This design comes from an exercise in tuning for small area and a short achievable clock period on the open sky130 flow, not from production work.
The RTL was checked by simulation tests, not by an equivalence proof against the original design.
Power is estimated from default activity; no workload was simulated.

Setup of v16:
// DSP
module DSP(A, B, C, D, clk, rst_n, P);
input  [17:0] A, B, D;
input  [47:0] C;
input clk, rst_n;
output reg [47:0] P;
reg  [17:0] s1, s2, s3, a1;
reg  [4:0] ah;
reg  [30:0] y0;
reg  [30:0] y1;
reg  [30:0] y2;
reg  [47:0] z0;
reg  [47:0] z1;
wire pp1;
wire pp2;
wire pp3;
wire pp4;
wire pp5;
wire pp6;
wire pp7;
wire pp8;
wire pp9;
wire pp10;
wire pp11;
wire pp12;
wire pp13;
wire pp14;
wire pp15;
wire pp16;
wire pp17;
wire pp18;
wire pp19;
wire pp20;
wire pp21;
wire pp22;
wire pp23;
wire pp24;
wire pp25;
wire pp26;
wire pp27;
wire pp28;
wire pp29;
wire pp30;
wire pp31;
wire pp32;
wire pp33;
wire pp34;
wire pp35;
wire pp36;
wire pp37;
wire pp38;
wire pp39;
wire pp40;
wire pp41;
wire pp42;
wire pp43;
wire pp44;
wire pp45;
wire pp46;
wire pp47;
wire pp48;
wire pp49;
wire pp50;
wire pp51;
wire pp52;
wire pp53;
wire pp54;
wire pp55;
wire pp56;
wire pp57;
wire pp58;
wire pp59;
wire pp60;
wire pp61;
wire pp62;
wire pp63;
wire pp64;
wire pp65;
wire pp66;
wire pp67;
wire pp68;
wire pp69;
wire pp70;
wire pp71;
wire pp72;
wire pp73;
wire pp74;
wire pp75;
wire pp76;
wire pp77;
wire pp78;
wire pp79;
wire pp80;
wire pp81;
wire pp82;
wire pp83;
wire pp84;
wire pp85;
wire pp86;
wire pp87;
wire pp88;
wire pp89;
wire pp90;
wire pp91;
wire pp92;
wire pp93;
wire pp94;
wire pp95;
wire pp96;
wire pp97;
wire pp98;
wire pp99;
wire pp100;
wire pp101;
wire pp102;
wire pp103;
wire pp104;
wire pp105;
wire pp106;
wire pp107;
wire pp108;
wire pp109;
wire pp110;
wire pp111;
wire pp112;
wire pp113;
wire pp114;
wire pp115;
wire pp116;
wire pp117;
wire pp118;
wire pp119;
wire pp120;
wire pp121;
wire pp122;
wire pp123;
wire pp124;
wire pp125;
wire pp126;
wire pp127;
wire pp128;
wire pp129;
wire pp130;
wire pp131;
wire pp132;
wire pp133;
wire pp134;
wire pp135;
wire pp136;
wire pp137;
wire pp138;
wire pp139;
wire pp140;
wire pp141;
wire pp142;
wire pp143;
wire pp144;
wire pp145;
wire pp146;
wire pp147;
wire pp148;
wire pp149;
wire pp150;
wire pp151;
wire pp152;
wire pp153;
wire pp154;
wire pp155;
wire pp156;
wire pp157;
wire pp158;
wire pp159;
wire pp160;
wire pp161;
wire pp162;
wire pp163;
wire pp164;
wire pp165;
wire pp166;
wire pp167;
wire pp168;
wire pp169;
wire pp170;
wire pp171;
wire pp172;
wire pp173;
wire pp174;
wire pp175;
wire pp176;
wire pp177;
wire pp178;
wire pp179;
  ...
==> flow/config.mk <==
export PLATFORM = sky130hd
export DESIGN_NAME = DSP
export DESIGN_NICKNAME = DSP
export VERILOG_FILES = /design/flow/design.v
export SDC_FILE = /design/flow/constraint.sdc
export NUM_CORES = 4
export LEC_CHECK = 0
export CAP_MARGIN = 20
export CORE_MARGIN = 2
export CORE_UTILIZATION = 40
export CTS_BUF_LIST = sky130_fd_sc_hd__clkbuf_16
export CTS_CLUSTER_DIAMETER = 200
export CTS_CLUSTER_SIZE = 30
export SETUP_SLACK_MARGIN = 3.9
export SLEW_MARGIN = 20
export SYNTH_HIERARCHICAL = 1
==> flow/constraint.sdc <==
create_clock -name core_clock -period 7.0 [get_ports {clk}]
set_input_delay 1.4000 -clock core_clock [delete_from_list [all_inputs] [get_ports {clk}]]
set_output_delay 1.4000 -clock core_clock [all_outputs]
set_load 0.01 [all_outputs]
standard.sh (not shown) runs the stock make flow with config.mk's settings and CLKGATE_MAP_FILE= SYNTH_SCRIPT=/design/flow/synth_recipe.tcl, a recipe that flattens the netlist after the stock synthesis.
==> flow/flow/run.sh <==
#!/bin/bash
# The standard layout, with two changes to how it is made:
#  - the port buffers are plain sky130 buf_1 cells (the default pick is a slow delay cell),
#  - timing repair may swap cells across footprints (so it can resize those buffers).
set -euo pipefail
bash standard.sh "BUFFER_PORTS_ARGS=-buffer_cell sky130_fd_sc_hd__buf_1" MATCH_CELL_FOOTPRINT=0 finish > standard.log 2>&1
Having completed the whole flow, v16 delivered a layout that passed the timing, DRC and antenna checks.
The inputs of v22 differ from those of v16 as listed below.
# v16
export LEC_CHECK = 0
export CAP_MARGIN = 20
export CORE_MARGIN = 2
export CORE_UTILIZATION = 40
export CTS_BUF_LIST = sky130_fd_sc_hd__clkbuf_16
export CTS_CLUSTER_DIAMETER = 200
export CTS_CLUSTER_SIZE = 30
export SETUP_SLACK_MARGIN = 3.9
export SLEW_MARGIN = 20
export SYNTH_HIERARCHICAL = 1
create_clock -name core_clock -period 7.0 [get_ports {clk}]
# v22
export LEC_CHECK = 0
export CAP_MARGIN = 20
export CORE_MARGIN = 2
export CORE_UTILIZATION = 40
export CTS_BUF_LIST = sky130_fd_sc_hd__clkbuf_8
export CTS_CLUSTER_SIZE = 20
export SETUP_SLACK_MARGIN = 3.9
export SLEW_MARGIN = 20
export SYNTH_HIERARCHICAL = 1
create_clock -name core_clock -period 7.0 [get_ports {clk}]
--- outcome ---
Per the comparison of v22 with v16, final instance area higher, critical path depth went down 6. Of v22 and v16, the lower routed length per instance belongs to v22. v22 vs v16, portion of the clock cycle consumed by the worst path in the final layout went down by 0.78 points. Relative to v16, post-layout minimum cycle time decreased by 0.054 ns in v22. Looking at v22 and v16, the worst hold slack is a wash.
### v22 -> v40
# v22
export LEC_CHECK = 0
export CAP_MARGIN = 20
export CORE_MARGIN = 2
export CORE_UTILIZATION = 40
export CTS_BUF_LIST = sky130_fd_sc_hd__clkbuf_8
export CTS_CLUSTER_SIZE = 20
export SETUP_SLACK_MARGIN = 3.9
export SLEW_MARGIN = 20
export SYNTH_HIERARCHICAL = 1
create_clock -name core_clock -period 7.0 [get_ports {clk}]
# v40
export LEC_CHECK = 0
export ABC_AREA = 1
export CAP_MARGIN = 20
export CORE_MARGIN = 2
export CORE_UTILIZATION = 40
export CTS_BUF_LIST = sky130_fd_sc_hd__clkbuf_16
export CTS_CLUSTER_DIAMETER = 200
export CTS_CLUSTER_SIZE = 30
export SETUP_SLACK_MARGIN = 3.9
export SLEW_MARGIN = 20
export SYNTH_HIERARCHICAL = 1
create_clock -name core_clock -period 7.0 [get_ports {clk}]
Notes after the runs:
- On overall routed net length, v40 does worse than v22.
- When v40 is measured against v22, its latest clock arrival within the worst-skew pair turns out 0.12 ns lower.
- Of v40 and v22, the run reporting the higher post-CTS setup buffer count was v22.
- Final net count went up by more than a quarter going from v22 to v40.
- According to the power report, total power for v40 is lower than for v22.
- v40: number of vias in the routed layout higher than v22
- Non-filler instance count after layout went up by more than a quarter going from v22 to v40.
- | critical path depth | v40 vs v22 | 1 higher |
## Diff of input files: v23 against v40
# v40
export LEC_CHECK = 0
export ABC_AREA = 1
export CAP_MARGIN = 20
export CORE_MARGIN = 2
export CORE_UTILIZATION = 40
export CTS_BUF_LIST = sky130_fd_sc_hd__clkbuf_16
export CTS_CLUSTER_DIAMETER = 200
export CTS_CLUSTER_SIZE = 30
export SETUP_SLACK_MARGIN = 3.9
export SLEW_MARGIN = 20
export SYNTH_HIERARCHICAL = 1
create_clock -name core_clock -period 7.0 [get_ports {clk}]
# v23
export LEC_CHECK = 0
export CAP_MARGIN = 20
export CORE_MARGIN = 2
export CORE_UTILIZATION = 40
export SETUP_SLACK_MARGIN = 4.3
export SLEW_MARGIN = 20
export SYNTH_HIERARCHICAL = 1
create_clock -name core_clock -period 7.0 [get_ports {clk}]
==> comparison <==
v23 vs v40 on sum of buffers and inverters on the critical path: v23 is the higher one.
The lower overall routed net length came out of v23.
On v23: proportion of power drawn by combinational gates is 4.2 points lower than what v40 gave.
v23 finished all stages; the layout is clean.
Compared with v40, v23 shows a met1 layer wirelength in the final routing that is 1600 um lower.

---

Another version of the RTL of DSP (not shown whole).
Size: roughly 1,400 cells after synthesis, roughly 150 I/O pins, ~18,000 um^2 of cells after synthesis.
Settings: LEC_CHECK=0, CAP_MARGIN=20, CORE_MARGIN=2, CORE_UTILIZATION=40, CTS_BUF_LIST=sky130_fd_sc_hd__clkbuf_16, CTS_CLUSTER_DIAMETER=200, CTS_CLUSTER_SIZE=30, SETUP_SLACK_MARGIN=4.1, SLEW_MARGIN=20, SYNTH_HIERARCHICAL=1; clock period 7.0 ns.
Scripts as last shown in full above: flow/flow/run.sh
==> next run, changes <==
--- a/flow/config.mk
+++ b/flow/config.mk
@@ -13,3 +13,3 @@
 export CTS_CLUSTER_SIZE = 30
-export SETUP_SLACK_MARGIN = 4.1
+export SETUP_SLACK_MARGIN = 4.0
 export SLEW_MARGIN = 20
=> Cell count shrinks by 2.4%; critical path depth grows by 1; die area does not change; area after synthesis does not change; first-iteration DRC count shrinks by 7.1%; power shrinks by 1.5%; setup slack got worse by 71 ps; design area shrinks by 3.7%.

---

DSP with an RTL version that a note above also has.
For scale: ~150 I/O pins, roughly 18000 sq um of cells after synthesis.
Settings: LEC_CHECK=0, CAP_MARGIN=20, CORE_MARGIN=2, CORE_UTILIZATION=40, CTS_BUF_LIST=sky130_fd_sc_hd__clkbuf_16, CTS_CLUSTER_DIAMETER=200, CTS_CLUSTER_SIZE=24, SETUP_SLACK_MARGIN=3.9, SLEW_MARGIN=20, SYNTH_HIERARCHICAL=1; clock period 7.0 ns.
Scripts as last shown in full above: flow/flow/run.sh
Then changed:
- CTS_CLUSTER_SIZE: 24 -> 30
- SETUP_SLACK_MARGIN: 3.9 -> 4.05
Register-to-register slack improved by 0.03 ns.
Cell count went up by about 1%.
Power barely changes.
Non-clock buffer count went up by 27.
Worst setup slack gets better by 0.070 ns.
Maximum frequency is higher by 2.3%.
Routed wire length goes up by about 4%.
Global-route usage rose by 0.18 points.
Flip-flop and latch count does not change.
Sequential power hardly moves.
Synthesized cell count stays the same.
Then changed:
- CTS_BUF_LIST: sky130_fd_sc_hd__clkbuf_16 -> sky130_fd_sc_hd__clkbuf_8
- CTS_CLUSTER_DIAMETER: 200 -> not set
- CTS_CLUSTER_SIZE: 30 -> 20
- SETUP_SLACK_MARGIN: 4.05 -> 4.3
=>
- The new run completed with no timing, DRC or antenna violations
- die area does not change
- routed wire length climbs by a few percent
- non-clock buffer count climbs by 58
- clock-buffer cell count climbs by 51
- total power climbs by about a fifth
- global-route usage climbs by 1.4 points
Then changed:
- SETUP_SLACK_MARGIN: 4.3 -> 3.5
Fmax shrinks by about 10%.
Clock-buffer cell count went down by 3.
Synthesized cell count is unchanged.
Die area stays the same.
Design area is lower by 7.7%.
Worst setup slack gets worse by 0.33 ns.
Worst hold slack improves by 0.0062 ns.
Then changed:
- SETUP_SLACK_MARGIN: 3.5 -> 4.6
- The changed run produced a clean layout
- synthesized cell count stays the same
- first-iteration DRC count went up by 11%
- cell count went up by 5.3%
- sequential cell count is unchanged
- wire length went up by 11%
- fmax went up by 9.2%
- power went up by 13%
- die area stays the same
- worst hold slack is worse by 0.012 ns
Then changed:
- SETUP_SLACK_MARGIN: 4.6 -> 3.7
After rerunning: The changed run passed the timing, DRC and antenna checks; fmax fell by 6.2%; utilization fell by 5.3 points; register-to-register slack got worse by 0.20 ns; non-clock buffer count fell by 106; area after synthesis is unchanged; setup slack got worse by 0.20 ns; clock skew rose by 0.0065 ns; via count fell by 4.8%; global-route usage fell by 1.5 points; sequential power fell by about 2%; synthesized cell count stays the same.

==> separate check: timing with driven ports <==
Ports are ideal in the flow. The routed layouts listed here were re-timed in OpenROAD. Step 1 sets driving cells, clkbuf_16 on the clock port and buf_2 on the other inputs (assumed; they add their load-dependent delay and slew). Step 2 times the ports against the registers' clock, not the clock port: input delays grow and output delays shrink by t, the midpoint of the rising clock arrivals with the driver on. Three values: no drivers, after step 1, after step 2; two values: the first two.
| run | t (ns) | setup slack, ns | worst setup path at the end | worst register clock-pin slew, ns | cell pins on the clock port's net |
|---|---|---|---|---|---|
| v16 | 0.557 | 3.919 / 3.949 / 3.392 | input to register | 0.12 / 0.12 | 1 |
| v22 | 0.661 | 3.974 / 3.974 / 3.362 | input to register | 0.07 / 0.07 | 1 |
| v40 | 0.555 | 3.978 / 3.978 / 3.512 | input to register | 0.12 / 0.12 | 1 |
| v23 | 0.629 | 4.034 / 4.054 / 3.424 | input to register | 0.07 / 0.07 | 1 |
| the first run of note 2 | 0.558 | 4.104 / 4.104 / 3.575 | input to register | 0.12 / 0.12 | 1 |
| the second run of note 2 | 0.556 | 4.033 / 4.033 / 3.556 | input to register | 0.12 / 0.12 | 1 |
| the first run of note 3 | 0.562 | 3.931 / 3.956 / 3.394 | input to register | 0.11 / 0.11 | 1 |
| the second run of note 3 | 0.563 | 4.002 / 4.014 / 3.451 | input to register | 0.12 / 0.12 | 1 |
| the third run of note 3 | 0.678 | 4.109 / 4.111 / 3.445 | input to register | 0.07 / 0.07 | 1 |
| the fourth run of note 3 | 0.669 | 3.775 / 3.799 / 3.130 | input to register | 0.07 / 0.07 | 1 |
| the fifth run of note 3 | 0.676 | 4.048 / 4.048 / 3.446 | input to register | 0.06 / 0.06 | 1 |
| the sixth run of note 3 | 0.658 | 3.851 / 3.851 / 3.327 | input to register | 0.06 / 0.06 | 1 |
After both steps every run listed still meets setup and hold. For the third run of note 3, which loses most, drivers alone change the setup slack by +0.002 ns; drivers and shift together by -0.664 ns.
